This design comes from an exercise in tuning for small area on the open sky130 flow, not from production work. Only simulation tests tie the RTL to the original design; equivalence was not proved. Power and IR drop assume default switching activity.

==> flow/design.v <==
module calc2_port (
   input             clk,
   input             reset,
   input [3:0]       cmd_in,
   input [31:0]      data_in,
   input [1:0]       tag_in,
   output            q_add,       
   output            q_sh,        
   input [3:0]       st_add,      
   input [3:0]       st_sh,       
   input             busy,        
   output reg [31:0] a,           
   input             alt_ld,      
   input [31:0]      alt,
   output reg        c_sh,        
   output reg        c_op,        
   output reg        d_v,         
   output reg        d_sh,
   output reg        d_op,
   input [31:0]      res,
   input             ovf,
   output reg [1:0]  resp,
   output reg [31:0] data,
   output reg [1:0]  tag
   );
   reg        c_add, c_inv;
   reg [1:0]  c_tag;
   reg [1:0]  exp_tag;
   reg [3:0]  d_slot;
   reg        i2_v, i3_v, inv_v;
   reg [1:0]  i_tag, inv_tag;
   localparam [3:0] FIRE = 4'b0001;
   function [3:0] fwd(input [3:0] v);
      fwd = {v[2:0], v[3] ^ v[2]};
   endfunction
   wire       cmd_nz  = |cmd_in;
   wire       tag_ok  = (tag_in == exp_tag) || (exp_tag == 2'd0);
   wire       is_add  = (cmd_in == 4'b0001) || (cmd_in == 4'b0010);
   wire       is_sh   = (cmd_in == 4'b0101) || (cmd_in == 4'b0110);
   always @(posedge clk) begin
      a     <= alt_ld ? alt : data_in;
      c_tag <= tag_in;
      c_op  <= cmd_in[1];         
      if (reset) begin
         c_add   <= 1'b0;
         c_sh    <= 1'b0;
         c_inv   <= 1'b0;
         exp_tag <= 2'd0;
      end else begin
         c_add <= is_add & tag_ok;
         c_sh  <= is_sh & tag_ok;
         c_inv <= cmd_nz & ~((is_add | is_sh) & tag_ok);
         if (cmd_nz) exp_tag <= tag_in + 2'd1;
      end
   end
   wire       req = c_add | c_sh;
   assign q_add = c_add;
   assign q_sh  = c_sh;
   wire [3:0] t0 = c_sh ? st_sh : st_add;
   reg [31:0] s_data [0:3];
   reg [3:0]  s_t    [0:3];     
   reg        s_ovf  [0:3];
   reg        s_add  [0:3];
   reg [1:0]  s_tag  [0:3];
   wire [3:0] fire, free;
   genvar k;
   generate for (k = 0; k < 4; k = k + 1) begin : g_slot
      assign fire[k] = (s_t[k] == FIRE);
      assign free[k] = (s_t[k] == 4'd0) | fire[k];
   end endgenerate
   wire [3:0] sel = free[0] ? 4'b0001 : free[1] ? 4'b0010 : free[2] ? 4'b0100 : 4'b1000;
   wire [3:0] wr_data = d_v ? d_slot : (req & ~busy) ? sel : 4'b0000;
   always @(posedge clk) begin
      d_slot <= sel;
      d_sh   <= c_sh;
      d_op   <= c_op;
      d_v    <= req & busy;      
   end
   generate for (k = 0; k < 4; k = k + 1) begin : g_slot_reg
      always @(posedge clk) begin
         if (wr_data[k]) begin
            s_data[k] <= res;
            s_ovf[k]  <= ovf;
         end
         if (req & sel[k]) begin
            s_add[k]  <= c_add;
            s_tag[k]  <= c_tag;
         end
         if (reset)
           s_t[k] <= 4'd0;
         else if (req & sel[k])
           s_t[k] <= t0;
         else if (fire[k])
           s_t[k] <= 4'd0;
         else
           s_t[k] <= fwd(s_t[k]);
      end
   end endgenerate
   integer j;
   reg        u_add, u_sh, r_hi, r_lo;
   reg [1:0]  t_add, t_sh;
   reg [31:0] d_or;
   always @* begin
      u_add = 1'b0; u_sh = 1'b0; r_hi = 1'b0; r_lo = 1'b0;
      t_add = 2'd0; t_sh = 2'd0; d_or = 32'd0;
      for (j = 0; j < 4; j = j + 1) begin
         if (fire[j]) begin
            d_or = d_or | s_data[j];
            r_hi = r_hi | s_ovf[j];
            r_lo = r_lo | ~s_ovf[j];
            if (s_add[j]) begin u_add = 1'b1; t_add = t_add | s_tag[j]; end
            else begin u_sh = 1'b1; t_sh = t_sh | s_tag[j]; end
         end
      end
   end
   wire unit = u_add | u_sh;
   always @* begin
      data = d_or;
      if (unit) begin
         resp = {r_hi, r_lo};
         tag  = u_add ? t_add : t_sh;
      end else begin
         resp = {inv_v, 1'b0};
         tag  = inv_tag;
      end
   end
   always @(posedge clk) begin
      if (c_inv) i_tag <= c_tag;
      i2_v <= c_inv;              
      if (reset) begin
         i3_v  <= 1'b0;
         inv_v <= 1'b0;
      end else begin
         i3_v <= i2_v;
         if (i3_v && (!inv_v || !unit)) begin
            inv_v   <= 1'b1;
            inv_tag <= i_tag;
         end else if (!unit)
           inv_v <= 1'b0;
      end
   end
endmodule
module calc2_alu (
   input [31:0]  x,
   input [31:0]  y,
   input         sh,       
   input         op,       
   output [31:0] res,
   output        ovf       
   );
   wire [31:0] yy = y ^ {32{op}};
   wire [31:0] p0 = x ^ yy;
   wire [31:0] g0 = x & yy;
   reg  [31:0] gg, pp;
   integer i, l;
   always @* begin
      gg = g0; pp = p0;
      gg[0] = g0[0] | (p0[0] & op);
      for (l = 1; l <= 5; l = l + 1)
        for (i = (1 << l) - 1; i < 32; i = i + (1 << l)) begin
           gg[i] = gg[i] | (pp[i] & gg[i - (1 << (l - 1))]);
           pp[i] = pp[i] & pp[i - (1 << (l - 1))];
        end
      for (l = 4; l >= 1; l = l - 1)
        for (i = (1 << l) + (1 << (l - 1)) - 1; i < 32; i = i + (1 << l)) begin
           gg[i] = gg[i] | (pp[i] & gg[i - (1 << (l - 1))]);
           pp[i] = pp[i] & pp[i - (1 << (l - 1))];
        end
   end
   wire [32:0] cy  = {gg, op};             
   wire [32:0] sum = {cy[32], p0 ^ cy[31:0]};
   wire [4:0]  ramt = op ? y[4:0] : 5'd0 - y[4:0];
   wire [63:0] xx   = {x, x};
   wire [31:0] rot  = xx >> ramt;
   wire [31:0] mask = (op ? (32'hffffffff >> y[4:0]) : (32'hffffffff << y[4:0])) & {16'hffff, op, 15'h7fff};
   assign res = sh ? (rot & mask) : sum[31:0];
   assign ovf = ~sh & (sum[32] ^ op);
endmodule
module calc2_pair (
   input         clk,
   input         reset,
   input [3:0]   f_cmd_in, s_cmd_in,
   input [31:0]  f_data_in, s_data_in,
   input [1:0]   f_tag_in, s_tag_in,
   output        f_q_add, f_q_sh, s_q_add, s_q_sh,
   input [3:0]   f_t_add, f_t_sh, s_t_add, s_t_sh,
   output [1:0]  f_resp, s_resp,
   output [31:0] f_data, s_data,
   output [1:0]  f_tag, s_tag
   );
   wire [31:0] f_a, s_a, res;
   wire        f_sh, f_op, s_sh, s_op, s_dv, s_dsh, s_dop, ovf;
   wire        f_req = f_q_add | f_q_sh;
   wire        s_req = s_q_add | s_q_sh;
   calc2_port pf (.clk(clk), .reset(reset), .cmd_in(f_cmd_in), .data_in(f_data_in), .tag_in(f_tag_in),
                  .q_add(f_q_add), .q_sh(f_q_sh), .st_add(f_t_add), .st_sh(f_t_sh),
                  .busy(1'b0), .a(f_a), .alt_ld(f_req & s_req), .alt(s_a), .c_sh(f_sh), .c_op(f_op), .d_v(), .d_sh(), .d_op(),
                  .res(res), .ovf(ovf), .resp(f_resp), .data(f_data), .tag(f_tag));
   calc2_port ps (.clk(clk), .reset(reset), .cmd_in(s_cmd_in), .data_in(s_data_in), .tag_in(s_tag_in),
                  .q_add(s_q_add), .q_sh(s_q_sh), .st_add(s_t_add), .st_sh(s_t_sh),
                  .busy(f_req), .a(s_a), .alt_ld(1'b0), .alt(32'd0), .c_sh(s_sh), .c_op(s_op), .d_v(s_dv), .d_sh(s_dsh), .d_op(s_dop),
                  .res(res), .ovf(ovf), .resp(s_resp), .data(s_data), .tag(s_tag));
   wire [31:0] x  = (f_req | s_dv) ? f_a : s_a;
   wire [31:0] y  = f_req ? f_data_in : s_dv ? s_a : s_data_in;
   wire        sh = f_req ? f_sh : s_dv ? s_dsh : s_sh;
   wire        op = f_req ? f_op : s_dv ? s_dop : s_op;
   calc2_alu alu (.x(x), .y(y), .sh(sh), .op(op), .res(res), .ovf(ovf));
endmodule
module calc2_top ( out_data1, out_data2, out_data3, out_data4, out_resp1, out_resp2, out_resp3, out_resp4, out_tag1, out_tag2, out_tag3, out_tag4, c_clk, req1_cmd_in, req1_data_in, req1_tag_in, req2_cmd_in, req2_data_in, req2_tag_in, req3_cmd_in, req3_data_in, req3_tag_in, req4_cmd_in, req4_data_in, req4_tag_in, reset);
   output [0:31] out_data1, out_data2, out_data3, out_data4;
   output [0:1]  out_resp1, out_resp2, out_resp3, out_resp4, out_tag1, out_tag2, out_tag3, out_tag4;
   input         c_clk, reset;
   input [0:3]   req1_cmd_in, req2_cmd_in, req3_cmd_in, req4_cmd_in;
   input [0:1]   req1_tag_in, req2_tag_in, req3_tag_in, req4_tag_in;
   input [0:31]  req1_data_in, req2_data_in, req3_data_in, req4_data_in;
   wire [3:0] q_add, q_sh;
   localparam [3:0] T3 = 4'b1100;    
   function [3:0] fwd(input [3:0] v);
      fwd = {v[2:0], v[3] ^ v[2]};
   endfunction
   function [3:0] back(input [3:0] v);
      back = {v[0] ^ v[3], v[3:1]};
   endfunction
   reg  [3:0] ta, ts;
   wire [3:0] ta1 = ta;
   wire [3:0] ta2 = q_add[0] ? back(ta1) : ta1;
   wire [3:0] ta3 = q_add[1] ? back(ta2) : ta2;
   wire [3:0] ta4 = q_add[2] ? back(ta3) : ta3;
   wire [3:0] ta5 = q_add[3] ? back(ta4) : ta4;
   wire [3:0] ts1 = ts;
   wire [3:0] ts2 = q_sh[0] ? back(ts1) : ts1;
   wire [3:0] ts3 = q_sh[1] ? back(ts2) : ts2;
   wire [3:0] ts4 = q_sh[2] ? back(ts3) : ts3;
   wire [3:0] ts5 = q_sh[3] ? back(ts4) : ts4;
   always @(posedge c_clk) begin
      if (reset) begin
         ta <= T3;
         ts <= T3;
      end else begin
         if (ta != T3 || q_add != 4'd0) ta <= fwd(ta5);
         if (ts != T3 || q_sh != 4'd0) ts <= fwd(ts5);
      end
   end
   calc2_pair p12 (.clk(c_clk), .reset(reset),
                   .f_cmd_in(req1_cmd_in), .f_data_in(req1_data_in), .f_tag_in(req1_tag_in),
                   .s_cmd_in(req2_cmd_in), .s_data_in(req2_data_in), .s_tag_in(req2_tag_in),
                   .f_q_add(q_add[0]), .f_q_sh(q_sh[0]), .s_q_add(q_add[1]), .s_q_sh(q_sh[1]),
                   .f_t_add(ta1), .f_t_sh(ts1), .s_t_add(ta2), .s_t_sh(ts2),
                   .f_resp(out_resp1), .s_resp(out_resp2), .f_data(out_data1), .s_data(out_data2),
                   .f_tag(out_tag1), .s_tag(out_tag2));
   calc2_pair p34 (.clk(c_clk), .reset(reset),
                   .f_cmd_in(req3_cmd_in), .f_data_in(req3_data_in), .f_tag_in(req3_tag_in),
                   .s_cmd_in(req4_cmd_in), .s_data_in(req4_data_in), .s_tag_in(req4_tag_in),
                   .f_q_add(q_add[2]), .f_q_sh(q_sh[2]), .s_q_add(q_add[3]), .s_q_sh(q_sh[3]),
                   .f_t_add(ta3), .f_t_sh(ts3), .s_t_add(ta4), .s_t_sh(ts4),
                   .f_resp(out_resp3), .s_resp(out_resp4), .f_data(out_data3), .s_data(out_data4),
                   .f_tag(out_tag3), .s_tag(out_tag4));
endmodule
clock: 7.0 ns
lec_check: 0
cap_margin: 20
core_margin: 2
core_utilization: 65
slew_margin: 20
standard.sh (not shown) runs the stock make flow with config.mk's settings and CLKGATE_MAP_FILE= SYNTH_SCRIPT=/design/flow/synth_recipe.tcl, a recipe that flattens the netlist after the stock synthesis.
==> flow/flow/run.sh <==
#!/bin/bash
# Layout flow: the standard flow (standard.sh, with the standard synthesis unchanged),
# with two changes: ports get plain buf_1 buffers, and the clock tree is built from larger
# sink clusters without dummy loads. make's output goes to flow_make.log; each step's own
# log is under orfs/logs/.
set -euo pipefail
export BUFFER_PORTS_ARGS="-buffer_cell sky130_fd_sc_hd__buf_1"
export CTS_ARGS="-sink_clustering_enable -repair_clock_nets -dont_use_dummy_load -sink_clustering_size 30 -sink_clustering_max_diameter 80"
bash standard.sh > flow_make.log 2>&1
Edit:
--- a/flow/design.v
+++ b/flow/design.v
@@ -11,6 +11,5 @@
    input             busy,        
    output reg [31:0] a,           
-   input             alt_ld,      
-   input [31:0]      alt,
+   output reg [31:0] a2,          
    output reg        c_sh,        
    output reg        c_op,        
@@ -39,5 +38,6 @@
    wire       is_sh   = (cmd_in == 4'b0101) || (cmd_in == 4'b0110);
    always @(posedge clk) begin
-      a     <= alt_ld ? alt : data_in;
+      a     <= data_in;
+      a2    <= a;
       c_tag <= tag_in;
       c_op  <= cmd_in[1];         
@@ -189,17 +189,16 @@
    output [1:0]  f_tag, s_tag
    );
-   wire [31:0] f_a, s_a, res;
+   wire [31:0] f_a, s_a, s_a2, res;
    wire        f_sh, f_op, s_sh, s_op, s_dv, s_dsh, s_dop, ovf;
    wire        f_req = f_q_add | f_q_sh;
-   wire        s_req = s_q_add | s_q_sh;
    calc2_port pf (.clk(clk), .reset(reset), .cmd_in(f_cmd_in), .data_in(f_data_in), .tag_in(f_tag_in),
                   .q_add(f_q_add), .q_sh(f_q_sh), .st_add(f_t_add), .st_sh(f_t_sh),
-                  .busy(1'b0), .a(f_a), .alt_ld(f_req & s_req), .alt(s_a), .c_sh(f_sh), .c_op(f_op), .d_v(), .d_sh(), .d_op(),
+                  .busy(1'b0), .a(f_a), .a2(), .c_sh(f_sh), .c_op(f_op), .d_v(), .d_sh(), .d_op(),
                   .res(res), .ovf(ovf), .resp(f_resp), .data(f_data), .tag(f_tag));
    calc2_port ps (.clk(clk), .reset(reset), .cmd_in(s_cmd_in), .data_in(s_data_in), .tag_in(s_tag_in),
                   .q_add(s_q_add), .q_sh(s_q_sh), .st_add(s_t_add), .st_sh(s_t_sh),
-                  .busy(f_req), .a(s_a), .alt_ld(1'b0), .alt(32'd0), .c_sh(s_sh), .c_op(s_op), .d_v(s_dv), .d_sh(s_dsh), .d_op(s_dop),
+                  .busy(f_req), .a(s_a), .a2(s_a2), .c_sh(s_sh), .c_op(s_op), .d_v(s_dv), .d_sh(s_dsh), .d_op(s_dop),
                   .res(res), .ovf(ovf), .resp(s_resp), .data(s_data), .tag(s_tag));
-   wire [31:0] x  = (f_req | s_dv) ? f_a : s_a;
+   wire [31:0] x  = f_req ? f_a : s_dv ? s_a2 : s_a;
    wire [31:0] y  = f_req ? f_data_in : s_dv ? s_a : s_data_in;
    wire        sh = f_req ? f_sh : s_dv ? s_dsh : s_sh;
What happened: The changed run went through all stages and came out clean. Synthesized area went up by 0.62%. Die area rises by 0.61%. Clock-buffer cell count does not change. Total power climbs by 5.0%. Via count went down by 1.8%. Worst hold slack gets worse by 0.060 ns. Final cell count fell by 1.9%. Utilization went up by 0.16 points. Design area increases by 0.59%. Setup slack degrades by 0.25 ns. Register-to-register slack is worse by 0.25 ns. Sequential power grows by 5.9%.

==> what the ideal ports hide <==
No port has a modelled driver above. Below, the same layouts with a new extraction and two added sets of constraints. Step 1 (the two cells are an assumption about what drives the block):
set clk [get_ports {c_clk}]
set_driving_cell -lib_cell sky130_fd_sc_hd__clkbuf_16 $clk
set_driving_cell -lib_cell sky130_fd_sc_hd__buf_2 [delete_from_list [all_inputs] $clk]
Step 2, shift: input delay + t, output delay - t, t = (earliest + latest rising clock arrival at the registers) / 2. This alone moves slack from input paths to output paths. a / b / c = no drivers / after step 1 / after step 2; a / b = the first two.
| run | t (ns) | slack for setup (ns) | worst hold slack (ns) |
|---|---|---|---|
| the first run | 0.629 | 1.164 / 1.164 / 0.768 | 0.388 / 0.388 / 0.388 |
| the second run | 0.651 | 0.914 / 0.914 / 0.555 | 0.328 / 0.328 / 0.328 |
After both steps setup and hold are still met in every run listed. The setup slack of the first run, which loses most, moves by 0.000 ns with the drivers and by -0.396 ns with both steps.
